What follows belongs to an exercise in optimizing a design on an open flow for a short achievable clock period and few clock cycles; a production flow would make more cautious choices.
Only simulation tests tie the RTL to the original design; equivalence was not proved.
Power is estimated from default activity; no workload was simulated.

## flow/config.mk

```make
export PLATFORM = sky130hd
export DESIGN_NAME = CPU
export DESIGN_NICKNAME = CPU
export VERILOG_FILES = /design/flow/design.v
export SDC_FILE = /design/flow/constraint.sdc
export NUM_CORES = 4
export LEC_CHECK = 0
export ABC_CLOCK_PERIOD_IN_PS = 6000
export CAP_MARGIN = 20
export CORE_MARGIN = 2
export CORE_UTILIZATION = 40
export PLACE_DENSITY = 0.6
export SETUP_SLACK_MARGIN = 4
export SLEW_MARGIN = 20
```

## flow/constraint.sdc

```tcl
create_clock -name core_clock -period 12.0 [get_ports {clk}]
set_input_delay 2.4000 -clock core_clock [delete_from_list [all_inputs] [get_ports {clk}]]
set_output_delay 2.4000 -clock core_clock [all_outputs]
set_load 0.01 [all_outputs]
```

## flow/design.v

```verilog
module ALU
 #( parameter XLEN = 32
 )( input      [XLEN-1:0] s1
  , input      [XLEN-1:0] s2
  , input      [2:0]      op
  , input                 sub
  , input                 sra
  , output reg [XLEN-1:0] out
  , output                eq, lt, ltu
  );
    assign eq  = s1 == s2;
    assign lt  = $signed(s1) < $signed(s2);
    assign ltu = s1 < s2;
    localparam MAX_SHIFT = $clog2(XLEN);
    wire [MAX_SHIFT-1:0] shamt = s2[MAX_SHIFT-1:0];
    wire [XLEN-1:0] neg_s2 = {{XLEN{sub}}^s2} + { {(XLEN-1){1'b0}}, sub};
    always @* begin
        case (op)
          3'b000:   out = s1 + neg_s2;
          3'b001:   out = s1 << shamt;
          3'b101:   out = sra ? s1 >>> shamt : s1 >> shamt;
          3'b010:   out = {{XLEN-1{1'b0}}, lt};
          3'b011:  out = {{XLEN-1{1'b0}}, ltu};
          3'b100:   out = s1 ^ s2;
          3'b110:   out = s1 | s2;
          3'b111:   out = s1 & s2;
        endcase
    end
endmodule
module CSRs
 #( parameter XLEN = 32
 )( input                 clk, rstl
  , input      [11:0]     csr_addr
  , input                 csr_w
  , input                 exc_ecall, exc_break
  , input                 is_mret
  , input      [XLEN-1:0] pc_now
  , input      [XLEN-1:0] csr_din
  , output                trap_pc
  , output reg [XLEN-1:0] pc_trap
  , output reg [XLEN-1:0] csr_dout
 );
    wire [XLEN-1:0]
      mstatus
    , misa
    , mie
    , mip
    , mtvec
    , mcause
    ;
    reg [XLEN-1:0]
      mscratch
    , mepc
    , mtval
    ;
    localparam
      MSTATUS  = 'h300
    , MISA     = 'h301
    , MIE      = 'h304
    , MTVEC    = 'h305
    , MSCRATCH = 'h340
    , MEPC     = 'h341
    , MCAUSE   = 'h342
    , MTVAL    = 'h343
    , MIP      = 'h344
    ;
    reg mstatus_mie;
    assign mstatus = {19'b0, 2'b11, 7'b0, mstatus_mie, 3'b0};
    generate
        assign misa[XLEN-1:XLEN-2] = XLEN == 32  ? 1
                                   : XLEN == 64  ? 2
                                   : XLEN == 128 ? 3
                                   : 0;
        assign misa[XLEN-3:26] = 'b0;  
        genvar i;
        for (i = 0; i < 26; i = i+1) begin
            case ("A"+i)
            "I"     : assign misa[i] = 1;
            default : assign misa[i] = 0;
            endcase
        end
    endgenerate
    localparam
      MI_MSI = 3
    , MI_MTI = 7
    , MI_MEI = 11;
    reg mie_meie, mie_mtie, mie_msie;
    reg mip_meip, mip_mtip, mip_msip;
    assign mie = {{XLEN-12{1'b0}}, mie_meie, 3'b0, mie_mtie, 3'b0, mie_msie, 3'b0};
    assign mip = {{XLEN-12{1'b0}}, mip_meip, 3'b0, mip_mtip, 3'b0, mip_msip, 3'b0};
    reg [XLEN-1:2] mtvec_base;
    reg [1:0] mtvec_mode;
    assign mtvec = {mtvec_base, mtvec_mode};
    reg [XLEN-2:0] mcause_code;
    reg mcause_interr;
    assign mcause = {mcause_interr, mcause_code};
    wire is_int = 0; 
    wire is_exc = exc_ecall | exc_break;
    wire trap_exe = is_int | is_exc;
    wire trap_ret = is_mret;
    assign trap_pc = trap_exe | trap_ret;
    always @* begin
        pc_trap = {mtvec_base, 2'b0};
        if (trap_exe)
            if (is_int & mtvec_mode == 1)
                pc_trap = {mtvec_base, 2'b0} + mcause_code << 2;
            else
                pc_trap = {mtvec_base, 2'b0};
        if (trap_ret)
            pc_trap = mepc + 4;  
    end
    always @(posedge clk or negedge rstl) begin
      if (!rstl) begin
        mcause_interr <= 0;
        mcause_code   <= 0;
        mstatus_mie   <= 0;
      end
      else if (trap_exe) begin  
        mcause_interr <= is_int;
        if (mip_msip | exc_break) mcause_code <=  3;
        if (mip_mtip)             mcause_code <=  7;
        if (mip_meip | exc_ecall) mcause_code <= 11;
      end
      else if (csr_w)
        casez (csr_addr)
        MSTATUS: begin
            mstatus_mie <= csr_din[3];
        end
        MCAUSE: begin
            if (  (csr_din[XLEN-1])  && (
                    csr_din[XLEN-2:0] != 2  &&
                    csr_din[XLEN-2:0] != 6  &&
                    csr_din[XLEN-2:0] != 10 &&
                    csr_din[XLEN-2:0] <= 11)
               || (!csr_din[XLEN-1]) && (
                    csr_din[XLEN-2:0] != 10 &&
                    csr_din[XLEN-2:0] != 14 &&
                    csr_din[XLEN-2:0] <= 15 ))
            begin
                mcause_interr <= csr_din[XLEN-1];
                mcause_code   <= csr_din[XLEN-2:0];
            end
        end
        default: ;
        endcase
    end
    always @(posedge clk) begin
      if (trap_exe) begin  
        mepc <= pc_now;
      end
      else if (csr_w)
        casez (csr_addr)
        MISA: ;
        MTVEC: begin
            mtvec_base <= csr_din[XLEN-1:2];
            mtvec_mode <= csr_din[1:0] <= 1 ? csr_din[1:0] : 0;
        end
        MSCRATCH: mscratch <= csr_din;
        MEPC: mepc <= {csr_din[XLEN-1:1], 1'b0};
        MIE: begin
            mie_msie <= csr_din[MI_MSI];
            mie_mtie <= csr_din[MI_MTI];
            mie_meie <= csr_din[MI_MEI];
        end
        MIP: begin
            mip_msip <= csr_din[MI_MSI];
            mip_mtip <= csr_din[MI_MTI];
            mip_meip <= csr_din[MI_MEI];
        end
        MTVAL: mtval <= csr_din;
        default: ;
        endcase
    end
    always @* begin
        casez (csr_addr)
        'hF11: csr_dout = 'b0;  
        'hF12: csr_dout = 'b0;  
        'hF13: csr_dout = 'b0;  
        'hF14: csr_dout = 'b0;  
        MSTATUS : csr_dout = mstatus;
        MISA    : csr_dout = misa;  
        MIE     : csr_dout = mie;
        MTVEC   : csr_dout = mtvec;
        MSCRATCH: csr_dout = mscratch;
        MEPC    : csr_dout = mepc;
        MCAUSE  : csr_dout = mcause;
        MTVAL   : csr_dout = mtval;
        MIP     : csr_dout = mip;
        default: csr_dout = 'b0;
        endcase
    end
 endmodule
module CtrlUnit
 #( parameter XLEN = 32
 )( input  [XLEN-1:0] inst
  , output [2:0]      alu_op
  , output            alu_imm
  , output            alu_sub, alu_sra
  , output            rd_w
  , output            ld_upper, add_pc, jmp_reg
  , output            is_branch, is_jmp, is_load, is_store
  , output            is_fence, is_fencei, is_csr
  , output            is_mret
  , output            exc_ecall, exc_break
  , output            csr_zimm, csr_w, csr_set, csr_clr
 );
    wire [6:0]  opcode = inst[6:0];
    wire [2:0]  fn3    = inst[14:12];
    wire [6:0]  fn7    = inst[31:25];
    wire [11:0] fn12   = inst[31:20];
    wire [4:0]  rd     = inst[11:7];
    wire [4:0]  rs1    = inst[19:15];
    wire
      op_lui     = (7'b0110111 == opcode),
      op_auipc   = (7'b0010111 == opcode),
      op_opimm   = (7'b0010011 == opcode),
      op_op      = (7'b0110011 == opcode),
      op_jal     = (7'b1101111 == opcode),
      op_jalr    = (7'b1100111 == opcode),
      op_branch  = (7'b1100011 == opcode),
      op_load    = (7'b0000011 == opcode),
      op_store   = (7'b0100011 == opcode),
      op_miscmem = (7'b0001111 == opcode),
      op_system  = (7'b1110011 == opcode),
      inst_type_r = |{
        op_op
      },
      inst_type_i = |{
        op_jalr,
        op_load,
        op_opimm
      },
      inst_type_u = |{
        op_lui,
        op_auipc
      },
      inst_type_b = op_branch,
      inst_type_j = op_jal,
      inst_type_s = op_store;
    assign alu_op    = (is_jmp || is_load || is_store) ? 3'b000 : fn3;
    assign alu_imm   = |{inst_type_i, inst_type_s};
    assign alu_sub   = op_op && (fn3 == 3'b000) && (fn7 == 7'b0100000);
    assign alu_sra   = (op_op || op_opimm) &&
                       (fn3 == 3'b101) && (fn7 == 7'b0100000);
    assign rd_w      = |{
        inst_type_r, inst_type_i, inst_type_u, inst_type_j,
        is_csr
    };
    assign ld_upper  = op_lui;
    assign add_pc    = op_auipc;
    assign jmp_reg   = op_jalr && (fn3 == 3'b000);
    assign is_branch = inst_type_b;
    assign is_jmp    = |{op_jal, op_jalr};
    assign is_load   = op_load;
    assign is_store  = op_store;
    assign is_fence  = op_miscmem && (fn3 == 3'b000);  
    assign is_fencei = op_miscmem && (fn3 == 3'b001);  
    wire   is_priv   = op_system && rs1 == 0 && fn3 == 0 && rd == 0;
    assign exc_ecall = is_priv && fn12 == 12'b000000000000;
    assign exc_break = is_priv && fn12 == 12'b000000000001;
    assign is_mret   = is_priv && fn12 == 12'b001100000010;
    assign is_csr    = op_system && (fn3 != 3'b000);
    assign csr_zimm  = is_csr && fn3[2];
    assign csr_w     = is_csr && fn3[1:0] == 2'b01;
    assign csr_set   = is_csr && fn3[1:0] == 2'b10;
    assign csr_clr   = is_csr && fn3[1:0] == 2'b11;
endmodule
module IFU
 #( parameter XLEN = 32
 )( input      [XLEN-1:0] pc
  , input      is_branch, is_jmp, jmp_reg
  , input      eq, lt, ltu
  , input      [2:0] fn3
  , input      [XLEN-1:0] alu_out, b_imm, j_imm
  , output reg [XLEN-1:0] pc_ifu
 );
    wire ne  = ~eq;
    wire ge  = ~lt;
    wire geu = ~ltu;
    reg branch_taken;
    always @* begin  
        case (fn3)
            3'b000:   branch_taken = eq;
            3'b001:   branch_taken = ne;
            3'b100:   branch_taken = lt;
            3'b101:   branch_taken = ge;
            3'b110:   branch_taken = ltu;
            3'b111:   branch_taken = geu;
            default:           branch_taken = 0;
        endcase
    end
    always @* begin  
        if (is_jmp)
            pc_ifu = jmp_reg ? alu_out : pc + j_imm;
        else if (is_branch & branch_taken)
            pc_ifu = pc + b_imm;
        else
            pc_ifu = pc + 4;
    end
endmodule
module LSU
 #( parameter XLEN = 32
  , parameter MAX_BYTES = XLEN / 8
 )( input is_load, is_store
  , input [2:0] fn3
  , input [XLEN-1:0] mem_dout
  , output reg [MAX_BYTES-1:0] mem_r, mem_w
  , output reg [XLEN-1:0] load_data
 );
    always @* begin
        if (is_load)
            casez (fn3)
            3'b?00:   mem_r = 'b1;
            3'b?01:   mem_r = 'b11;
            3'b010:   mem_r = 'b1111;
            default:           mem_r = 'b0;
            endcase
        else
            mem_r = 'b0;
    end
    always @* begin
        if (is_store)
            case (fn3)
            3'b000:    mem_w = 'b1;
            3'b001:    mem_w = 'b11;
            3'b010:    mem_w = 'b1111;
            default:          mem_w = 'b0;
            endcase
        else
            mem_w = 'b0;
    end
    always @* begin
        case (fn3)
        3'b000: load_data = {{XLEN- 8{mem_dout[7]}}, mem_dout[7:0]};
        3'b001: load_data = {{XLEN-16{mem_dout[15]}},mem_dout[15:0]};
        3'b010: load_data = {{XLEN-32{mem_dout[31]}},mem_dout[31:0]};
        3'b100: load_data = {{XLEN- 8{1'b0}}, mem_dout[7:0]};
        3'b101: load_data = {{XLEN-16{1'b0}}, mem_dout[15:0]};
        default:      load_data = 'b0;
        endcase
    end
endmodule
module RegFile
 #( parameter XLEN = 32
 )( input clk, rd_w
  , input [4:0] rd, rs1, rs2
  , input [XLEN-1:0] rd_in
  , output [XLEN-1:0] rs1_out, rs2_out
 );
    reg [XLEN-1:0] reg_file [31:1];
    assign rs1_out = rs1 != 0 ? reg_file[rs1] : 0;
    assign rs2_out = rs2 != 0 ? reg_file[rs2] : 0;
    always @(posedge clk) begin
        if (rd_w & |rd)
            reg_file[rd] <= rd_in;
    end
endmodule
module CPU
 #( parameter XLEN = 32
 )( input clk, rstl
  , input  [XLEN-1:0] rom_data, mem_dout
  , output [XLEN-1:0] rom_addr, mem_din, mem_addr
  , output [XLEN/8-1:0] mem_r, mem_w
 );
    wire [XLEN-1:0] inst = rstl ? rom_data : 32'h00000013;
    reg  [XLEN-1:0] pc;
    wire [XLEN-1:0] i_imm, s_imm, u_imm, b_imm, j_imm;
    wire sign = inst[31];
    assign i_imm = {{(XLEN-11){sign}}, inst[30:20]};
    assign s_imm = {{(XLEN-11){sign}}, inst[30:25], inst[11:7]};
    assign u_imm = {sign, inst[30:12], 12'b0};
    assign b_imm = {{(XLEN-12){sign}}, inst[7], inst[30:25], inst[11:8], 1'b0};
    assign j_imm = {{(XLEN-20){sign}},
        inst[19:12], inst[20], inst[30:21], 1'b0};
    wire [2:0] fn3 = inst[14:12];
    wire [4:0] rs1 = inst[19:15];
    wire [4:0] rs2 = inst[24:20];
    wire [4:0] rd  = inst[11:7];
    wire [11:0] csr_addr = inst[31:20];
    wire rd_w, ld_upper, add_pc, jmp_reg;
    wire is_branch, is_jmp, is_load, is_store;
    wire exc_ecall, exc_break;
    wire is_mret;
    wire is_fence, is_fencei, is_csr;
    wire [XLEN-1:0] load_data;
    wire trap_pc;
    wire [XLEN-1:0] pc_ifu, pc_trap;
    reg  [XLEN-1:0] pc_next;
    wire [2:0] alu_op;
    wire alu_imm, alu_sub, alu_sra;
    wire eq, lt, ltu;
    wire [XLEN-1:0] rs1_out, rs2_out;
    wire [XLEN-1:0] alu_s1 = rs1_out;
    wire [XLEN-1:0] alu_s2 = alu_imm ? (is_store ? s_imm : i_imm) : rs2_out;
    wire [XLEN-1:0] alu_out;
    wire csr_zimm, csr_w, csr_set, csr_clr;
    wire [XLEN-1:0] csr_dout;
    wire [XLEN-1:0] csr_din = csr_zimm ? {{XLEN-5{1'b0}}, rs1} : rs1_out;
    reg [XLEN-1:0] rd_in;
    always @* begin  
        if      (ld_upper) rd_in = u_imm;
        else if (add_pc)   rd_in = pc + u_imm;
        else if (is_jmp)   rd_in = pc + 4;
        else if (is_load)  rd_in = load_data;
        else if (is_csr)
            if      (csr_set) rd_in = csr_dout | csr_din;
            else if (csr_clr) rd_in = csr_dout & ~csr_din;
            else              rd_in = csr_dout;
        else               rd_in = alu_out;
    end
    assign mem_addr = alu_out;  
    assign mem_din  = rs2_out;
    assign rom_addr = rstl ? pc_next : {XLEN{1'b0}};
    RegFile #(XLEN) regs
      (.clk(clk), .rd_w(rd_w),
       .rd(rd), .rs1(rs1), .rs2(rs2),
       .rd_in(rd_in), .rs1_out(rs1_out), .rs2_out(rs2_out));
    CtrlUnit #(XLEN) cu
      (.inst(inst),
       .alu_imm(alu_imm), .alu_op(alu_op),
       .alu_sub(alu_sub), .alu_sra(alu_sra),
       .rd_w(rd_w), .add_pc(add_pc), .ld_upper(ld_upper), .jmp_reg(jmp_reg),
       .is_branch(is_branch), .is_jmp(is_jmp),
       .is_load(is_load), .is_store(is_store),
       .is_fence(is_fence), .is_fencei(is_fencei), .is_csr(is_csr),
       .is_mret(is_mret),
       .exc_ecall(exc_ecall), .exc_break(exc_break),
       .csr_zimm(csr_zimm),
       .csr_w(csr_w), .csr_set(csr_set), .csr_clr(csr_clr));
    ALU #(XLEN) alu
      (.s1(alu_s1), .s2(alu_s2), .out(alu_out),
       .op(alu_op), .sub(alu_sub), .sra(alu_sra),
       .eq(eq), .lt(lt), .ltu(ltu));
    LSU #(XLEN) lsu
      (.is_load(is_load), .is_store(is_store), .fn3(fn3),
       .mem_dout(mem_dout), .mem_w(mem_w), .mem_r(mem_r),
       .load_data(load_data));
    IFU #(XLEN) ifu
      (.is_branch(is_branch), .is_jmp(is_jmp), .jmp_reg(jmp_reg),
       .eq(eq), .lt(lt), .ltu(ltu),
       .fn3(fn3), .alu_out(alu_out), .b_imm(b_imm), .j_imm(j_imm),
       .pc(pc), .pc_ifu(pc_ifu));
   CSRs #(XLEN) csr
     (.clk(clk), .rstl(rstl),
      .trap_pc(trap_pc), .pc_trap(pc_trap), .pc_now(pc),
      .csr_addr(csr_addr), .csr_w(csr_w),
      .exc_ecall(exc_ecall), .exc_break(exc_break),
      .is_mret(is_mret),
      .csr_din(csr_din), .csr_dout(csr_dout));
    always @*
        pc_next = trap_pc ? pc_trap : pc_ifu;
    always @(posedge clk or negedge rstl) begin
        if (!rstl)
            pc <= {XLEN{1'b0}};
        else
            pc <= pc_next;
    end
endmodule
```

## flow/run.sh

```bash
#!/bin/bash
# synth_recipe.tcl (not shown) runs the flow's synth.tcl, then flattens the netlist and writes it again
# the make line also repeats each setting of config.mk as NAME=value (left out here)
make -C /OpenROAD-flow-scripts/flow DESIGN_CONFIG=/design/flow/config.mk WORK_HOME=/design/flow/orfs CLKGATE_MAP_FILE= SYNTH_SCRIPT=/design/flow/synth_recipe.tcl finish
```

==> notes.md <==
## registers in the layout (all words and copies together), names as in the netlist
register / flops
regs.reg_file: 992
csr.mepc: 32
csr.mscratch: 32
csr.mtval: 32
pc: 32
csr.mcause_code: 31
csr.mtvec_base: 30
csr.mtvec_mode: 2
csr.mcause_interr: 1
csr.mie_meie: 1
csr.mie_msie: 1
csr.mie_mtie: 1
csr.mip_meip: 1
csr.mip_msip: 1
csr.mip_mtip: 1
csr.mstatus_mie: 1
## stage by stage
stage	utilization	instances
after global routing	0.508	9619
after floorplan	-	6519
after detailed placement	0.448	9088
final	0.509	9632
after CTS	0.501	9558
after global placement	0.447	9086
## synth_stat cells, types with 79 or more instances
master	count	share of area
inv_1	142	0.0074
mux2i_1	436	0.061
a21oi_1	482	0.034
a21o_1	79	0.0083
o221ai_1	157	0.019
nor2_1	536	0.028
o21ai_0	307	0.021
clkbuf_1	278	0.015
mux2_2	128	0.020
ha_1	183	0.032
a211oi_1	111	0.012
o22ai_1	212	0.019
nand2_1	332	0.017
nand3_1	92	0.0064
nor3_1	122	0.0085
xnor2_1	104	0.013
o211ai_1	151	0.016
a22oi_1	95	0.010
edfxtp_1	1126	0.47
buf_2	106	0.0074
## kinds of logic (layout without fill, tap and decap cells)
group,after synthesis,after routing,synth area share
AOI/OAI and AO/OA,2147,2147,0.206
and+or+nand+nor,1541,1541,0.103
DFF,1191,1191,0.495
buffers and inverters,648,1392,0.0399
muxes,633,633,0.102
adders and majority gates,187,187,0.0331
xor gates and xnor gates,171,171,0.0209
other,1,15,0.0000523
## layout make-up
class | instances | area (µm²) | share of cell area
diodes | 14 | 35.0 | 0.000387
clock buffers | 166 | 3600 | 0.0397
clock inverters | 81 | 805 | 0.00888
inverters | 151 | 627 | 0.00692
multi-input cells | 4680 | 36900 | 0.408
flip-flops and latches | 1191 | 35400 | 0.391
well taps | 2355 | 2950 | 0.0325
repair buffers | 994 | 10200 | 0.113
## worst max-delay path, stage by stage
cell and delay (ns):
buf_8 0.11, buf_6 0.12, buf_8 0.12, o41a_4 0.62, buf_12 0.22, o221ai_4 0.27
a21oi_2 0.09, or3_4 0.44, o21ai_4 0.22, xor2_1 0.10, ha_2 0.38, and2_4 0.16
and3_4 0.20, nand3_4 0.08, or3_4 0.35, or4_4 0.49, o211ai_1 0.11, a31o_2 0.17
buf_6 0.12, nand2_4 0.06, a211oi_4 0.24, a211oi_4 0.05, buf_6 0.15, a222oi_1 0.47
nand2_1 0.16, buf_2 0.17
## layer usage
metal	vias to the layer above	part of all wire	GRT usage
met5	-	0.00063	0.00476
met4	14	0.10	0.346
met2	6052	0.42	0.642
met1	34000	0.35	0.516
li1	26900	-	-
met3	1742	0.13	0.129
## power groups by stage
| stage | Sequential, mW | Combinational (mW) | Clock (mW) |
|---|---|---|---|
| 3_3_place_gp | 5.18 | 3.79 | 0 |
| 4_1_cts | 5.09 | 4.19 | 4.22 |
| 6_report | 5.10 | 4.53 | 4.23 |
| 5_1_grt | 5.09 | 4.61 | 4.39 |
| 3_5_place_dp | 5.17 | 3.79 | 0 |
| 2_1_floorplan | 5.05 | 2.01 | 0 |
## repair_timing
action                                  in CTS  in global routing
pin swaps                                  200                108
gates resized for setup                    806                181
cloned                                      23                  5
buffers inserted                           200                 53
endpoints found under the setup margin     937                288
## cell usage in the layout, fill, tap and decap left out, drive strengths merged, types with 68 or more instances in the layout
cell type	instances
buf	862
o221ai	157
o21ai	318
nor2	536
edfxtp	1126
xnor2	104
a22oi	95
nand3	92
a21oi	482
inv	147
o211ai	151
clkbuf	179
o22ai	212
nand2	332
nor3	123
mux2i	437
nor2b	73
ha	183
mux2	130
nand2b	78
and3	68
a211oi	114
a21o	79
clkdlybuf4s50	91
## worst paths after layout
kind	startpoint	endpoint	slack (ns)	cells past startpoint
max in group asynchronous	rstl	pc[27]	9.74	3
setup / recovery	rom_data[23]	rom_addr[31]	1.47	26
min in group asynchronous	rstl	csr.mcause_code[6]	1.52	1
hold / removal	csr.mcause_code[1]	csr.mcause_code[1]	0.50	2
setup reg to reg	regs.reg_file[22][14]	pc[31]	5.59	34
hold reg to reg	csr.mcause_code[1]	csr.mcause_code[1]	0.50	2
==> flow_metrics.env <==
export IMPL_cp_start_kind="input port"
export IMPL_overflow=0
export IMPL_grt_pass1_wl_um=541000
export IMPL_finalNetCount=7406
export IMPL_cts_tree="yes"
export IMPL_grt_max_degree=58
export IMPL_synth_seq_cells=1191
export IMPL_synth_ff_type="edfxtp_1"
export IMPL_leakagePower_nw=33.0
export IMPL_cp_required_ns=9.60
export IMPL_layout_area_overhead_vs_synth_pct=26.5
export IMPL_postSynthAreaPerCell_um2=11.0
export IMPL_totalPowerFinal_mw=13.9
export IMPL_place_ws_ns=0.145
export IMPL_ant_nets=0
export IMPL_worstHoldPathType="reg2reg"
export IMPL_synth_edf_count=1126
export IMPL_crit_path_end_kind="output port"
export IMPL_internal_power_mw=8.86
export IMPL_p_seq_frac=0.368
export IMPL_via_per_inst=7.13
export IMPL_worst_slew_pin_slew_ns=1.33
export IMPL_numPortBuffers=169
export IMPL_antenna_found_initial=25
export IMPL_combPwrFrac=0.327
export IMPL_dp_hpwl_um=271000
export IMPL_placed_area_um2=79800
export IMPL_cts_hold_buf=0
export IMPL_ir_worst_vdd_uv=156
export IMPL_yosys_warnings=6
export IMPL_arrival_ns=8.13
export IMPL_synth_nets=6772
export IMPL_place_congestion=1.08
export IMPL_grt_pass1_vias=64500
export IMPL_clk_path_buf_depth=3
export IMPL_p_switching_mw=5.00
export IMPL_clockRootBuffer="clkbuf_16"
export IMPL_rsz0062_at_grt="yes"
export IMPL_final_area_um2=90600
export IMPL_start_util=0.402
export IMPL_drtPass1Iterations=6
export IMPL_drt_wirelength_per_cell_um=42.0
export IMPL_cts_clk_slew_worst_paths_ns=0.05
export IMPL_async_flop_share=0.0546
export IMPL_syn_instance_count=6519
export IMPL_p_sw_frac=0.361
export IMPL_clk_latency_ns=0.86
export IMPL_core_area_um2=178000
export IMPL_hold_viol_final=0
export IMPL_setup_ws_ns=1.47
export IMPL_criticalPathCategory="in2out"
export IMPL_num_vias=68700
export IMPL_drive_gt1_frac=0.259
export IMPL_cts_buffers=135
export IMPL_fmax_mhz=95.0
export IMPL_io_pins=170
export IMPL_period_needed_ns=10.53
export IMPL_die_area_um2=183000
export IMPL_relSlewSlack=0.112
export IMPL_setup_viol=0
export IMPL_fin_crit_sh=0.877
export IMPL_slew_viol_final=0
export IMPL_setup_tns_ns=0
export IMPL_die_w_um=427
export IMPL_grt_usage=0.431
export IMPL_cts_sinks=1191
export IMPL_powerDensity_nw_per_um2=153
export IMPL_max_cap_viol_count=0
export IMPL_ys_seq_area_frac=0.495
export IMPL_cts_htree_levels=4
export IMPL_yosys_cell_types_count=110
export IMPL_status="timing/DRC/antenna clean"
export IMPL_nFillCells=15700
export IMPL_rows=155
export IMPL_drc=0
export IMPL_drtIter0Drc=10800
export IMPL_wirelength_um=405000
export IMPL_fin_worst_skew_ns=0.0510
export IMPL_power_frac_clock=0.305
export IMPL_hold_worst_slack_ns=0.498
export IMPL_crit_fanout=7
export IMPL_mappedNetlistArea_um2=71600
export IMPL_die_h_um=427
Testbench counts, summed over its fixed seeds: cycles 59,060.

==> re-timing with driven ports <==
How much do the figures lean on ideal ports? The routed layout below was timed once more, with nothing changed but the port constraints. Step 1 sets driving cells, clkbuf_16 on the clock port and buf_2 on the other inputs (assumed; they add their load-dependent delay and slew). Step 2 moves the port delays by t, midway between the first and last clock arrival at a register: inputs arrive t later, outputs are due t later. That takes back most of the time a late clock gives input paths. Slacks: no drivers / after step 1 / after step 2; pairs: no drivers / after step 1.
shift t [ns]: 0.925
setup slack, ns: 1.473 / 1.232 / 1.232
worst hold slack (ns): 0.498 / 0.498 / 0.498
pins driven straight from the clock port: 1
After both steps this run still meets setup and hold. For this run, drivers alone change the setup slack by -0.241 ns; drivers and shift together by -0.241 ns.
